From an optimization exercise on the open Yosys and OpenROAD flow, aimed at small area; shortcuts taken in it are not production practice. Only simulation tests tie the RTL to the original design; equivalence was not proved. Power figures rest on the tool's default switching activity, not on a simulated workload.

### design/flow/constraint.sdc
create_clock -name core_clock -period 12.0 [get_ports {clk}]
set_input_delay 2.4000 -clock core_clock [delete_from_list [all_inputs] [get_ports {clk}]]
set_output_delay 2.4000 -clock core_clock [all_outputs]
set_load 0.01 [all_outputs]
### design/flow/run.sh
#!/bin/bash
# synth_recipe.tcl (not shown) runs the flow's synth.tcl, then flattens the netlist and writes it again
# the make line also repeats each setting of config.mk as NAME=value (left out here)
make -C /OpenROAD-flow-scripts/flow DESIGN_CONFIG=/design/flow/config.mk WORK_HOME=/design/flow/orfs CLKGATE_MAP_FILE= SYNTH_SCRIPT=/design/flow/synth_recipe.tcl finish
### design/flow/design.v
module top_module (
    input wire clk,               
    input wire rst,               
    input wire white_turn,        
    input wire [7:0] col_in,      
    output wire [2:0] row_addr,   
    output wire row_addr_en,      
    output wire [255:0] piece_values,  
    output wire move_executed,    
    output wire invalid_move,     
    output wire [2:0] start_row,  
    output wire [2:0] start_col,  
    output wire [2:0] end_row,    
    output wire [2:0] end_col,    
    output wire [3:0] lifted_piece  
);
    wire [63:0] sensor_state;           
    wire [255:0] initial_piece_values;  
    wire [63:0] prev_sensor_state;      
    wire [255:0] new_board;             
    wire move_exec_internal;            
    wire invalid_move_internal;         
    wire [2:0] start_row_int, start_col_int;  
    wire [2:0] end_row_int, end_col_int;      
    wire [3:0] lifted_piece_int;              
    localparam CHECK_INITIAL = 1'b0;
    localparam PROCESS_MOVES = 1'b1;
    reg state;                          
    reg [255:0] current_board;          
    reg [63:0] sensor_state_reg;        
    reg move_executed_reg;              
    reg invalid_move_reg;               
    reg [2:0] start_row_reg, start_col_reg;  
    reg [2:0] end_row_reg, end_col_reg;      
    reg [3:0] lifted_piece_reg;              
    wire [63:0] expected_initial_state = 64'hFFFF00000000FFFF;
    top_module_initial initial_module (
        .clk(clk),
        .rst(rst),
        .col_in(col_in),
        .row_addr(row_addr),
        .row_addr_en(row_addr_en),
        .piece_values(initial_piece_values),
        .sensor_state(sensor_state)
    );
    piece_identifier identifier (
        .clk(clk),
        .rst(rst),
        .white_turn(white_turn),
        .sensor_state(sensor_state),
        .prev_sensor_state(prev_sensor_state),
        .board(current_board),
        .new_board(new_board),
        .move_executed(move_exec_internal),
        .invalid_move(invalid_move_internal),
        .start_row(start_row_int),
        .start_col(start_col_int),
        .end_row(end_row_int),
        .end_col(end_col_int),
        .lifted_piece(lifted_piece_int)
    );
    genvar sq;
    generate
        for (sq = 0; sq < 64; sq = sq + 1) begin : occ_gen
            assign prev_sensor_state[sq] = |current_board[sq*4 +: 4];
        end
    endgenerate
    assign piece_values = current_board;
    assign move_executed = move_executed_reg;
    assign invalid_move = invalid_move_reg;
    assign start_row = start_row_reg;
    assign start_col = start_col_reg;
    assign end_row = end_row_reg;
    assign end_col = end_col_reg;
    assign lifted_piece = lifted_piece_reg;
    always @(posedge clk or posedge rst) begin
        if (rst) begin
            state <= CHECK_INITIAL;
            current_board <= 256'b0;
            sensor_state_reg <= 64'b0;
            move_executed_reg <= 1'b0;
            invalid_move_reg <= 1'b0;
            start_row_reg <= 3'b0;
            start_col_reg <= 3'b0;
            end_row_reg <= 3'b0;
            end_col_reg <= 3'b0;
            lifted_piece_reg <= 4'b0;
        end else begin
            sensor_state_reg <= sensor_state;
            move_executed_reg <= 1'b0;
            invalid_move_reg <= invalid_move_internal;
            start_row_reg <= start_row_int;
            start_col_reg <= start_col_int;
            end_row_reg <= end_row_int;
            end_col_reg <= end_col_int;
            lifted_piece_reg <= lifted_piece_int;
            case (state)
                CHECK_INITIAL: begin
                    if (sensor_state == expected_initial_state) begin
                        current_board <= initial_piece_values;  
                        state <= PROCESS_MOVES;  
                    end else begin
                        current_board <= 256'b0;  
                        invalid_move_reg <= 1'b1;  
                    end
                end
                PROCESS_MOVES: begin
                    if (move_exec_internal) begin
                        current_board <= new_board;  
                        move_executed_reg <= 1'b1;  
                    end
                end
            endcase
        end
    end
endmodule
module top_module_initial (
    input wire clk,               
    input wire rst,               
    input wire [7:0] col_in,      
    output wire [2:0] row_addr,   
    output wire row_addr_en,      
    output wire [255:0] piece_values,  
    output wire [63:0] sensor_state    
);
    wire [2:0] internal_row_sel;
    wire internal_row_en;
    wire [63:0] internal_sensor_state;
    reg [2:0] row_addr_reg;
    reg row_addr_en_reg;
    reg [63:0] sensor_state_reg;
    assign row_addr = row_addr_reg;
    assign row_addr_en = row_addr_en_reg;
    assign sensor_state = sensor_state_reg;
    matrix_scanner scanner (
        .clk(clk),
        .rst(rst),
        .col_in(col_in),
        .row_sel(internal_row_sel),
        .row_en(internal_row_en),
        .sensor_state(internal_sensor_state)
    );
    always @(posedge clk or posedge rst) begin
        if (rst) begin
            row_addr_reg <= 3'b000;
            row_addr_en_reg <= 1'b1;   
            sensor_state_reg <= 64'b0;
        end else begin
            row_addr_reg <= internal_row_sel;
            row_addr_en_reg <= internal_row_en;   
            sensor_state_reg <= internal_sensor_state;
        end
    end
    piece_value_converter converter (
        .clk(clk),
        .rst(rst),
        .sensor_state(internal_sensor_state),
        .piece_values(piece_values)
    );
endmodule
module matrix_scanner (
    input wire clk,               
    input wire rst,               
    input wire [7:0] col_in,      
    output reg [2:0] row_sel,     
    output reg row_en,            
    output reg [63:0] sensor_state  
);
    reg [16:0] clk_div;           
    reg scan_en;                  
    integer i;                    
    always @(posedge clk or posedge rst) begin
        if (rst) begin
            clk_div <= 0;
            scan_en <= 0;
        end else begin
            clk_div <= clk_div + 1;
            if (clk_div == 17'd15) begin  
                clk_div <= 0;
                scan_en <= 1;  
            end else begin
                scan_en <= 0;
            end
        end
    end
    always @(posedge clk or posedge rst) begin
        if (rst) begin
            row_sel <= 0;           
            row_en <= 0;            
            sensor_state <= 64'b0;
        end else begin
            row_en <= 0;            
            if (scan_en) begin
                sensor_state[row_sel * 8 +: 8] <= ~col_in;  
                row_sel <= row_sel + 1;
                if (row_sel == 3'd7) begin
                    row_sel <= 0;  
                end
            end
        end
    end
endmodule
`timescale 1ns / 1ps
module piece_value_converter (
    input wire clk,               
    input wire rst,               
    input wire [63:0] sensor_state,  
    output wire [255:0] piece_values  
);
    reg signed [3:0] piece_values_internal [0:7][0:7];
    integer row, col;  
    genvar i, j;
    generate
        for (i = 0; i < 8; i = i + 1) begin : row_gen
            for (j = 0; j < 8; j = j + 1) begin : col_gen
                assign piece_values[(i * 8 + j) * 4 + 3 : (i * 8 + j) * 4] = piece_values_internal[i][j];
            end
        end
    endgenerate
    always @(posedge clk or posedge rst) begin
        if (rst) begin
            for (row = 0; row < 8; row = row + 1) begin
                for (col = 0; col < 8; col = col + 1) begin
                    piece_values_internal[row][col] <= 4'd0;
                end
            end
        end else begin
            for (row = 0; row < 8; row = row + 1) begin
                for (col = 0; col < 8; col = col + 1) begin
                    if (sensor_state[row * 8 + col]) begin
                        if (row == 0) begin
                            case (col)
                                0, 7: piece_values_internal[row][col] <= -4;     
                                1, 6: piece_values_internal[row][col] <= -5;     
                                2, 5: piece_values_internal[row][col] <= -6;     
                                3:    piece_values_internal[row][col] <= -3;     
                                4:    piece_values_internal[row][col] <= -2;     
                                default: piece_values_internal[row][col] <= 4'd0;
                            endcase
                        end else if (row == 1) begin
                            piece_values_internal[row][col] <= -1;               
                        end
                        else if (row == 6) begin
                            piece_values_internal[row][col] <= 1;                
                        end else if (row == 7) begin
                            case (col)
                                0, 7: piece_values_internal[row][col] <= 4;      
                                1, 6: piece_values_internal[row][col] <= 5;      
                                2, 5: piece_values_internal[row][col] <= 6;      
                                3:    piece_values_internal[row][col] <= 3;      
                                4:    piece_values_internal[row][col] <= 2;      
                                default: piece_values_internal[row][col] <= 4'd0;
                            endcase
                        end
                    end else begin
                        piece_values_internal[row][col] <= 4'd0;                 
                    end
                end
            end
        end
    end
endmodule
module piece_identifier(
    input wire clk,                          
    input wire rst,                          
    input wire white_turn,                   
    input wire [63:0] sensor_state,          
    input wire [63:0] prev_sensor_state,     
    input wire [255:0] board,                
    output reg [255:0] new_board,            
    output reg move_executed,                
    output reg invalid_move,                 
    output reg [2:0] start_row, start_col,   
    output reg [2:0] end_row, end_col,       
    output reg [3:0] lifted_piece            
);
    localparam EMPTY = 4'h0;
    localparam W_PAWN = 4'h1;
    localparam W_KING = 4'h2;
    localparam W_QUEEN = 4'h3;
    localparam W_ROOK = 4'h4;
    localparam W_KNIGHT = 4'h5;
    localparam W_BISHOP = 4'h6;
    localparam B_PAWN = 4'hF;    
    localparam B_KING = 4'hE;    
    localparam B_QUEEN = 4'hD;   
    localparam B_ROOK = 4'hC;    
    localparam B_KNIGHT = 4'hB;  
    localparam B_BISHOP = 4'hA;  
    localparam IDLE = 3'b000;
    localparam DETECT_LIFT = 3'b001;
    localparam DETECT_LIFT_SCAN = 3'b010;
    localparam WAIT_PLACEMENT = 3'b011;
    localparam WAIT_PLACEMENT_SCAN = 3'b100;
    localparam VALIDATE_MOVE = 3'b101;
    localparam INVALID_WAIT = 3'b110;
    reg [2:0] state;                     
    reg [2:0] orig_row, orig_col;        
    reg move_in_progress;                
    reg valid_move;                      
    reg [5:0] scan_idx;                  
    reg [5:0] i;                         
    reg cap_valid;                       
    reg [5:0] cap_idx;                   
    reg [255:0] nb;                      
    always @(posedge clk) begin
        if (rst) begin
            state <= IDLE;
            move_executed <= 0;
            invalid_move <= 0;
            move_in_progress <= 0;
            lifted_piece <= EMPTY;
            start_row <= 0;
            start_col <= 0;
            end_row <= 0;
            end_col <= 0;
            orig_row <= 0;
            orig_col <= 0;
            new_board <= board;  
            scan_idx <= 0;
            cap_valid <= 0;
            cap_idx <= 0;
        end else begin
            move_executed <= 0;
            invalid_move <= invalid_move;  
            case (state)
                IDLE: begin
                    if (!move_in_progress) begin
                        state <= DETECT_LIFT;
                        scan_idx <= 0;
                    end
                end
                DETECT_LIFT: begin
                    state <= DETECT_LIFT_SCAN;
                    scan_idx <= 0;
                end
                DETECT_LIFT_SCAN: begin
                    if (scan_idx < 64) begin
                        if (prev_sensor_state[scan_idx] && !sensor_state[scan_idx]) begin
                            if (board[scan_idx*4 +: 4] != EMPTY) begin
                                if ((white_turn && board[scan_idx*4 + 3] == 0) ||
                                    (!white_turn && board[scan_idx*4 + 3] == 1)) begin
                                    lifted_piece <= board[scan_idx*4 +: 4];
                                    start_row <= scan_idx[5:3];
                                    start_col <= scan_idx[2:0];
                                    orig_row <= scan_idx[5:3];
                                    orig_col <= scan_idx[2:0];
                                    move_in_progress <= 1;
                                    invalid_move <= 0;
                                    cap_valid <= 0;
                                    state <= WAIT_PLACEMENT;
                                end else begin
                                    lifted_piece <= board[scan_idx*4 +: 4];
                                    orig_row <= scan_idx[5:3];
                                    orig_col <= scan_idx[2:0];
                                    invalid_move <= 1;
                                    move_in_progress <= 0;
                                    state <= INVALID_WAIT;
                                end
                            end
                        end
                        scan_idx <= scan_idx + 1;
                    end else begin
                        state <= DETECT_LIFT;
                    end
                end
                WAIT_PLACEMENT: begin
                    state <= WAIT_PLACEMENT_SCAN;
                    scan_idx <= 0;
                end
                WAIT_PLACEMENT_SCAN: begin
                    if (scan_idx == orig_row * 8 + orig_col && sensor_state[scan_idx] == 1) begin
                        state <= WAIT_PLACEMENT;
                    end else if (scan_idx < 64) begin
                        if (scan_idx[5:3] != start_row || scan_idx[2:0] != start_col) begin
                            if ((!prev_sensor_state[scan_idx] && sensor_state[scan_idx]) ||  
                                (cap_valid && scan_idx == cap_idx &&
                                 prev_sensor_state[scan_idx] && sensor_state[scan_idx])) begin  
                                end_row <= scan_idx[5:3];
                                end_col <= scan_idx[2:0];
                                state <= VALIDATE_MOVE;
                            end else if (prev_sensor_state[scan_idx] && !sensor_state[scan_idx]) begin
                                cap_valid <= 1;
                                cap_idx <= scan_idx;
                            end
                        end
                        scan_idx <= scan_idx + 1;
                    end else begin
                        state <= WAIT_PLACEMENT;
                    end
                end
                VALIDATE_MOVE: begin
                    valid_move = 0;
                    i = end_row * 8 + end_col;  
                    if (start_row != end_row || start_col != end_col) begin
                        if ((white_turn && (board[i*4 +: 4] == EMPTY || (board[i*4 + 3] == 1 && board[i*4 +: 4] != EMPTY))) ||
                            (!white_turn && (board[i*4 +: 4] == EMPTY || (board[i*4 + 3] == 0 && board[i*4 +: 4] != EMPTY)))) begin
                            case (lifted_piece)
                                W_PAWN, B_PAWN: valid_move = validate_pawn_move(1'b0);
                                W_ROOK, B_ROOK: valid_move = validate_rook_move(1'b0);
                                W_KNIGHT, B_KNIGHT: valid_move = validate_knight_move(1'b0);
                                W_BISHOP, B_BISHOP: valid_move = validate_bishop_move(1'b0);
                                W_QUEEN, B_QUEEN: valid_move = validate_rook_move(1'b0) || validate_bishop_move(1'b0);  
                                W_KING, B_KING: valid_move = validate_king_move(1'b0);
                                default: valid_move = 0;
                            endcase
                        end
                    end
                    if (valid_move) begin
                        nb = board;
                        nb[end_row * 8 * 4 + end_col * 4 +: 4] = lifted_piece;
                        nb[start_row * 8 * 4 + start_col * 4 +: 4] = EMPTY;
                        new_board <= nb;
                        move_executed <= 1;
                        move_in_progress <= 0;
                        invalid_move <= 0;
                        state <= IDLE;
                    end else begin
                        invalid_move <= 1;
                        state <= INVALID_WAIT;
                    end
                end
                INVALID_WAIT: begin
                    i = orig_row * 8 + orig_col;
                    if (sensor_state[i]) begin
                        invalid_move <= 0;
                        move_in_progress <= 0;
                        lifted_piece <= EMPTY;
                        state <= IDLE;
                    end
                end
                default: state <= IDLE;
            endcase
        end
    end
function validate_pawn_move(input reg dummy);
    reg [3:0] delta_row;
    reg [3:0] delta_col;
    reg valid;
    reg [5:0] end_idx, mid_idx;
    begin
        end_idx = end_row * 8 + end_col;
        valid = 0;
        if (white_turn) begin
            if (lifted_piece == W_PAWN) begin
                delta_row = start_row - end_row;  
                delta_col = (end_col > start_col) ? (end_col - start_col) : (start_col - end_col);
                if (delta_row == 1 && delta_col == 0 && board[end_idx*4 +: 4] == EMPTY) begin
                    valid = 1;
                end
                else if (start_row == 6 && delta_row == 2 && delta_col == 0 && 
                         board[end_idx*4 +: 4] == EMPTY) begin
                    mid_idx = (start_row - 1) * 8 + start_col;
                    if (board[mid_idx*4 +: 4] == EMPTY) begin
                        valid = 1;
                    end
                end
                else if (delta_row == 1 && delta_col == 1) begin
                    if (board[end_idx*4 +: 4] != EMPTY && board[end_idx*4 + 3] == 1) begin
                        valid = 1;
                    end
                end
            end
        end else begin
            if (lifted_piece == B_PAWN) begin
                delta_row = end_row - start_row;  
                delta_col = (end_col > start_col) ? (end_col - start_col) : (start_col - end_col);
                if (delta_row == 1 && delta_col == 0 && board[end_idx*4 +: 4] == EMPTY) begin
                    valid = 1;
                end
                else if (start_row == 1 && delta_row == 2 && delta_col == 0 && 
                         board[end_idx*4 +: 4] == EMPTY) begin
                    mid_idx = (start_row + 1) * 8 + start_col;
                    if (board[mid_idx*4 +: 4] == EMPTY) begin
                        valid = 1;
                    end
                end
                else if (delta_row == 1 && delta_col == 1) begin
                    if (board[end_idx*4 +: 4] != EMPTY && board[end_idx*4 + 3] == 0) begin
                        valid = 1;
                    end
                end
            end
        end
        validate_pawn_move = valid;
    end
endfunction
    function validate_rook_move(input reg dummy);
        reg valid;
        reg [5:0] path_idx;
        reg path_clear;
        reg [2:0] delta_row, delta_col;
        begin
            path_clear = 1;
            valid = 0;
            delta_row = (start_row > end_row) ? (start_row - end_row) : (end_row - start_row);
            delta_col = (start_col > end_col) ? (start_col - end_col) : (end_col - start_col);
            if (delta_row == 0 || delta_col == 0) begin  
                if (delta_row == 0) begin  
                    if (start_col < end_col) begin
                        if (start_col + 1 < end_col) begin path_idx = start_row * 8 + (start_col + 1); if (board[path_idx*4 +: 4] != EMPTY) path_clear = 0; end
                        if (start_col + 2 < end_col) begin path_idx = start_row * 8 + (start_col + 2); if (board[path_idx*4 +: 4] != EMPTY) path_clear = 0; end
                        if (start_col + 3 < end_col) begin path_idx = start_row * 8 + (start_col + 3); if (board[path_idx*4 +: 4] != EMPTY) path_clear = 0; end
                        if (start_col + 4 < end_col) begin path_idx = start_row * 8 + (start_col + 4); if (board[path_idx*4 +: 4] != EMPTY) path_clear = 0; end
                        if (start_col + 5 < end_col) begin path_idx = start_row * 8 + (start_col + 5); if (board[path_idx*4 +: 4] != EMPTY) path_clear = 0; end
                        if (start_col + 6 < end_col) begin path_idx = start_row * 8 + (start_col + 6); if (board[path_idx*4 +: 4] != EMPTY) path_clear = 0; end
                    end else begin
                        if (end_col + 1 < start_col) begin path_idx = start_row * 8 + (end_col + 1); if (board[path_idx*4 +: 4] != EMPTY) path_clear = 0; end
                        if (end_col + 2 < start_col) begin path_idx = start_row * 8 + (end_col + 2); if (board[path_idx*4 +: 4] != EMPTY) path_clear = 0; end
                        if (end_col + 3 < start_col) begin path_idx = start_row * 8 + (end_col + 3); if (board[path_idx*4 +: 4] != EMPTY) path_clear = 0; end
                        if (end_col + 4 < start_col) begin path_idx = start_row * 8 + (end_col + 4); if (board[path_idx*4 +: 4] != EMPTY) path_clear = 0; end
                        if (end_col + 5 < start_col) begin path_idx = start_row * 8 + (end_col + 5); if (board[path_idx*4 +: 4] != EMPTY) path_clear = 0; end
                        if (end_col + 6 < start_col) begin path_idx = start_row * 8 + (end_col + 6); if (board[path_idx*4 +: 4] != EMPTY) path_clear = 0; end
                    end
                end else begin  
                    if (start_row < end_row) begin
                        if (start_row + 1 < end_row) begin path_idx = (start_row + 1) * 8 + start_col; if (board[path_idx*4 +: 4] != EMPTY) path_clear = 0; end
                        if (start_row + 2 < end_row) begin path_idx = (start_row + 2) * 8 + start_col; if (board[path_idx*4 +: 4] != EMPTY) path_clear = 0; end
                        if (start_row + 3 < end_row) begin path_idx = (start_row + 3) * 8 + start_col; if (board[path_idx*4 +: 4] != EMPTY) path_clear = 0; end
                        if (start_row + 4 < end_row) begin path_idx = (start_row + 4) * 8 + start_col; if (board[path_idx*4 +: 4] != EMPTY) path_clear = 0; end
                        if (start_row + 5 < end_row) begin path_idx = (start_row + 5) * 8 + start_col; if (board[path_idx*4 +: 4] != EMPTY) path_clear = 0; end
                        if (start_row + 6 < end_row) begin path_idx = (start_row + 6) * 8 + start_col; if (board[path_idx*4 +: 4] != EMPTY) path_clear = 0; end
                    end else begin
                        if (end_row + 1 < start_row) begin path_idx = (end_row + 1) * 8 + start_col; if (board[path_idx*4 +: 4] != EMPTY) path_clear = 0; end
                        if (end_row + 2 < start_row) begin path_idx = (end_row + 2) * 8 + start_col; if (board[path_idx*4 +: 4] != EMPTY) path_clear = 0; end
                        if (end_row + 3 < start_row) begin path_idx = (end_row + 3) * 8 + start_col; if (board[path_idx*4 +: 4] != EMPTY) path_clear = 0; end
                        if (end_row + 4 < start_row) begin path_idx = (end_row + 4) * 8 + start_col; if (board[path_idx*4 +: 4] != EMPTY) path_clear = 0; end
                        if (end_row + 5 < start_row) begin path_idx = (end_row + 5) * 8 + start_col; if (board[path_idx*4 +: 4] != EMPTY) path_clear = 0; end
                        if (end_row + 6 < start_row) begin path_idx = (end_row + 6) * 8 + start_col; if (board[path_idx*4 +: 4] != EMPTY) path_clear = 0; end
                    end
                end
                if (path_clear) begin
                    valid = 1;
                    path_idx = end_row * 8 + end_col;
                    if (board[path_idx*4 +: 4] != EMPTY) begin
                        if ((white_turn && board[path_idx*4 + 3] == 0) || 
                            (!white_turn && board[path_idx*4 + 3] == 1)) begin
                            valid = 0;  
                        end
                    end
                end
            end
            validate_rook_move = valid;
        end
    endfunction
    function validate_knight_move(input reg dummy);
        reg [3:0] delta_row, delta_col;
        reg [5:0] end_idx;
        begin
            end_idx = end_row * 8 + end_col;
            delta_row = (end_row > start_row) ? (end_row - start_row) : (start_row - end_row);
            delta_col = (end_col > start_col) ? (end_col - start_col) : (start_col - end_col);
            validate_knight_move = ((delta_row == 2 && delta_col == 1) || (delta_row == 1 && delta_col == 2));
            if (validate_knight_move && board[end_idx*4 +: 4] != EMPTY) begin
                if ((white_turn && board[end_idx*4 + 3] == 0) || 
                    (!white_turn && board[end_idx*4 + 3] == 1)) begin
                    validate_knight_move = 0;  
                end
            end
        end
    endfunction
    function validate_bishop_move(input reg dummy);
        reg valid;
        reg [5:0] path_idx;
        reg path_clear;
        reg [2:0] delta_row, delta_col;
        reg [2:0] row_step, col_step;
        reg [2:0] check_row, check_col;
        begin
            valid = 0;
            path_clear = 1;
            delta_row = (end_row > start_row) ? (end_row - start_row) : (start_row - end_row);
            delta_col = (end_col > start_col) ? (end_col - start_col) : (start_col - end_col);
            if (delta_row == delta_col) begin
                row_step = (end_row > start_row) ? 1 : -1;
                col_step = (end_col > start_col) ? 1 : -1;
                check_row = start_row + row_step;
                check_col = start_col + col_step;
                if (delta_row > 1) begin
                    path_idx = check_row * 8 + check_col; if (board[path_idx*4 +: 4] != EMPTY) path_clear = 0;
                    check_row = check_row + row_step; check_col = check_col + col_step;
                end
                if (delta_row > 2) begin
                    path_idx = check_row * 8 + check_col; if (board[path_idx*4 +: 4] != EMPTY) path_clear = 0;
                    check_row = check_row + row_step; check_col = check_col + col_step;
                end
                if (delta_row > 3) begin
                    path_idx = check_row * 8 + check_col; if (board[path_idx*4 +: 4] != EMPTY) path_clear = 0;
                    check_row = check_row + row_step; check_col = check_col + col_step;
                end
                if (delta_row > 4) begin
                    path_idx = check_row * 8 + check_col; if (board[path_idx*4 +: 4] != EMPTY) path_clear = 0;
                    check_row = check_row + row_step; check_col = check_col + col_step;
                end
                if (delta_row > 5) begin
                    path_idx = check_row * 8 + check_col; if (board[path_idx*4 +: 4] != EMPTY) path_clear = 0;
                    check_row = check_row + row_step; check_col = check_col + col_step;
                end
                if (delta_row > 6) begin
                    path_idx = check_row * 8 + check_col; if (board[path_idx*4 +: 4] != EMPTY) path_clear = 0;
                end
                if (path_clear) begin
                    valid = 1;
                    path_idx = end_row * 8 + end_col;
                    if (board[path_idx*4 +: 4] != EMPTY) begin
                        if ((white_turn && board[path_idx*4 + 3] == 0) || 
                            (!white_turn && board[path_idx*4 + 3] == 1)) begin
                            valid = 0;  
                        end
                    end
                end
            end
            validate_bishop_move = valid;
        end
    endfunction
    function validate_king_move(input reg dummy);
        reg [3:0] delta_row, delta_col;
        reg [5:0] end_idx;
        begin
            end_idx = end_row * 8 + end_col;
            delta_row = (end_row > start_row) ? (end_row - start_row) : (start_row - end_row);
            delta_col = (end_col > start_col) ? (end_col - start_col) : (start_col - end_col);
            validate_king_move = (delta_row <= 1 && delta_col <= 1 && (delta_row != 0 || delta_col != 0));
            if (validate_king_move && board[end_idx*4 +: 4] != EMPTY) begin
                if ((white_turn && board[end_idx*4 + 3] == 0) || 
                    (!white_turn && board[end_idx*4 + 3] == 1)) begin
                    validate_king_move = 0;  
                end
            end
        end
    endfunction
endmodule
### design/flow/config.mk
export PLATFORM = sky130hd
export DESIGN_NAME = top_module
export DESIGN_NICKNAME = top_module
export VERILOG_FILES = /design/flow/design.v
export SDC_FILE = /design/flow/constraint.sdc
export NUM_CORES = 4
export LEC_CHECK = 0
export CAP_MARGIN = 20
export CORE_MARGIN = 2
export CORE_UTILIZATION = 30
export SLEW_MARGIN = 20
==> summary.txt <==
==> cells by family after synthesis <==
logic type / after synthesis
and+or+nand+nor: 1578
AOI/OAI and AO/OA: 983
muxes: 823
DFF: 725
buffers and inverters: 489
adders and majority gates: 132
xor gates and xnor gates: 108
other: 1
==> final timing paths <==
kind	cells after the start	from	end
max in group asynchronous	5	rst	initial_module.sensor_state_reg[16]$_DFF_PP0_
worst min register to register	0	initial_module.scanner.sensor_state[30]$_DFFE_PP0P_	initial_module.sensor_state_reg[30]$_DFF_PP0_
worst max register to register	32	identifier.start_row[0]$_SDFFE_PP0P_	identifier.new_board[14]$_DFFE_PP_
min in group asynchronous	2	rst	current_board[237]$_DFFE_PP0P_
worst max-delay path	32	identifier.start_row[0]$_SDFFE_PP0P_	identifier.new_board[14]$_DFFE_PP_
worst min-delay path	0	initial_module.scanner.sensor_state[30]$_DFFE_PP0P_	initial_module.sensor_state_reg[30]$_DFF_PP0_
==> power breakdown <==
part           switching [mW]  internal [mW]
registers              0.0604           2.60
clock network            1.11           1.47
logic                   0.411          0.220
==> worst max-delay path, delay by kind of cell (launching register included) <==
family | cells | cell delay, ps
fa+ha+maj | 5 | 2410
buf+inv | 8 | 2200
compound gates | 7 | 2060
xor+xnor | 2 | 1220
simple gates | 7 | 1120
mux | 3 | 950
flops | 1 | 330
==> stage by stage <==
step	hold WS [ps]	util [%]	setup TNS, ps	setup WS (ps)	cell area, um2
6_report	373	35.7	0	1200	61400
5_1_grt	381	35.7	0	767	61400
4_1_cts	376	35.7	0	1400	61300
3_5_place_dp	362	34.1	0	1420	58600
3_3_place_gp	357	34.1	0	1520	58600
2_1_floorplan	331	-	-2014980	-7870	52400
==> layout by cell type, fill, tap and decap left out, types with 60 or more instances in the layout <==
cell type	n
nor2_1	432
mux4_2	428
dfrtp_1	426
nand2_1	407
mux2i_1	360
clkdlybuf4s50_1	287
edfxtp_1	256
o21ai_0	230
a22o_1	204
buf_4	204
nor2b_1	203
a21oi_1	185
nor3_1	155
ha_1	108
inv_1	93
clkbuf_16	82
nand3_1	80
nor4_1	60
==> routing by layer <==
metal / wire, um / vias up / part of all wire (%)
met2: 120000 / 3760 / 42
met1: 108000 / 25000 / 38
li1: - / 19000 / -
met5: 160 / - / 0.056
met4: 22100 / 20 / 7.7
met3: 37300 / 861 / 13
==> layout make-up <==
class	instances	area, um2
antenna	14	35.0
clock buffer	110	2270
clock inverter	38	427
fill	17100	111000
inverter	117	479
multi-input combinational	3625	31500
sequential	725	19300
tap	2310	2890
timing repair buffer	497	4490
==> flow_summary_export.csv <==
group,metric,value,unit
sta,worst_slew_pin_slew,1220,ps
sta,slew_violations,0,
logic_synthesis,async_flop_share,59.0,%
clock_network,cts-root-buf,"clkbuf_16",
die,initial_core_util,30.2,%
die,rows,152,
detailed_routing,routed_via_density,6.54,
global_routing,grt_pass1_vias,45600,
die,fp.dieH,420,um
sta,fmax,92.6,MHz
critical_path,endpoint_kind,"flip-flop",
logic_synthesis,ys_seq_area_share,37.0,%
job,maxCapViolations,0,
placement,hpwl,208000,um
clock_network,insertion_delay,730,ps
critical_path,cpPeakStageDelay,900,ps
detailed_routing,drtIter0Drc,7530,
sta,fin_crit,10800,ps
clock_network,post_cts_buffers,0,
pwr,leakagePower,21.9,nW
detailed_routing,num_vias,48600,
die,fp.dieW,420,um
cells_and_area,area_growth,18.1,%
detailed_routing,routedWlPerCell,38.6,um
clock_network,cts_tree,"yes",
die,ioPinCount,289,
logic_synthesis,synth_fa_ha_area_share,3.48,%
detailed_routing,wl,287000,um
critical_path,critical_path.max_fanout,64,
logic_synthesis,synth_xor_area_share,2.01,%
global_routing,grt.met1_usage,40.6,%
pwr,power,5.88,mW
pwr,p_per_area,95.7,nW/um2
hold_path,hold_class,"flip-flop to flip-flop",
logic_synthesis,synthSimpleGateAreaFrac,14.6,%
logic_synthesis,synth_ff_type,"dfrtp_1",
logic_synthesis,synth_warnings,6,
global_routing,busiest_layer,"met2",
global_routing,grt_util_met3,11.9,%
sta,rsz0062_at_grt,"no",
logic_synthesis,synth_area_per_cell,10.7,um2
critical_path,cp.arrival,11140,ps
logic_synthesis,synthDistinctLibCells,98,
global_routing,grt_remaining_overflow,0,
detailed_routing,final_antenna_net_count,0,
logic_synthesis,synth_mux_area_share,26.2,%
critical_path,cp-start-kind,"flip-flop",
detailed_routing,drc,0,
die,die_area,177000,um2
logic_synthesis,synth.most_common_cell,"nor2_1",
logic_synthesis,yosys.area.top_type,"dfrtp_1",
cells_and_area,nets,5188,
critical_path,crit_slowest_cell,"xnor2_4",
clock_network,cts_made_buffers,79,
cells_and_area,largestRegisters,"current_board x256, identifier.new_board x256",
critical_path,crit_required,12340,ps
sta,relSlewSlack,18.1,%
clock_network,cts_resized,0,
outcome,status,"timing/DRC/antenna clean",
clock_network,postCtsHoldBufs,0,
logic_synthesis,synth_nets,4982,
logic_synthesis,syn_area,52000,um2
pwr,ir_drop,0.104,mV
logic_synthesis,synth_top_area_share,20.6,%
clock_network,clkSinkCount,725,
sta,clock_skew,44.4,ps
sta,setup_viol,0,
logic_synthesis,synth_top_family_by_area,"multiplexers",
placement,portBuffers,288,
global_routing,grt_pass1_wl,391000,um
global_routing,grt_max_degree,139,
placement,dpl.cell_count,7274,
die,core_area,172000,um2
detailed_routing,firstDrtPassIters,6,
global_routing,use_met2,45.3,%
critical_path,crit_path_frequent_cell,"fa_1",
logic_synthesis,synth_cells,4839,
clock_network,htreeDepth,3,
logic_synthesis,synth_compound_area_share,12.9,%
sta,hold_viol_final,0,
critical_path,path_class,"flip-flop to flip-flop",
logic_synthesis,synth_edf_count,256,
clock_network,clockBufferDepth,3,
global_routing,antenna_found_initial,34,
logic_synthesis,synthTopCellsByArea,"dfrtp_1, mux4_2, edfxtp_1",
cells_and_area,final_cells,7436,
critical_path,ff2ff_setup_slack,1200,ps
logic_synthesis,ys_ff_latch,725,
global_routing,grtUsageTotal,31.9,%
sta,period_share,90.0,%
clock_network,path_clk_slew,70,ps
logic_synthesis,synth_common_cells,"nor2_1, mux4_2, dfrtp_1",
placement,gp_congestion,1.07,
cells_and_area,drive_gt1_share,18.5,%

## port drivers added, routing unchanged
In the flow no input, the clock included, has a driving cell. The finished layout below was timed again as built, in two steps. Step 1: set_driving_cell puts a clkbuf_16 on clk and a buf_2 on each other input, an assumption about the parent block. Step 2 adds t to the input delays and takes it off the output delays; t is the mean of the earliest and latest rising clock arrival at the registers after step 1. Input paths then give back, and output paths get back, about the clock's delay inside the block. Slacks: no drivers / after step 1 / after step 2; pairs: no drivers / after step 1.
t, ns: 0.795
setup WS [ns]: 1.199 / 1.199 / 1.199
worst setup path after step 2: register to register
clock arrival spread, ns: 0.045 / 0.044
worst register clock-pin slew, ns: 0.07 / 0.07
After both steps this run still meets setup and hold. The setup slack of this run moves by 0.000 ns with the drivers and by 0.000 ns with both steps.
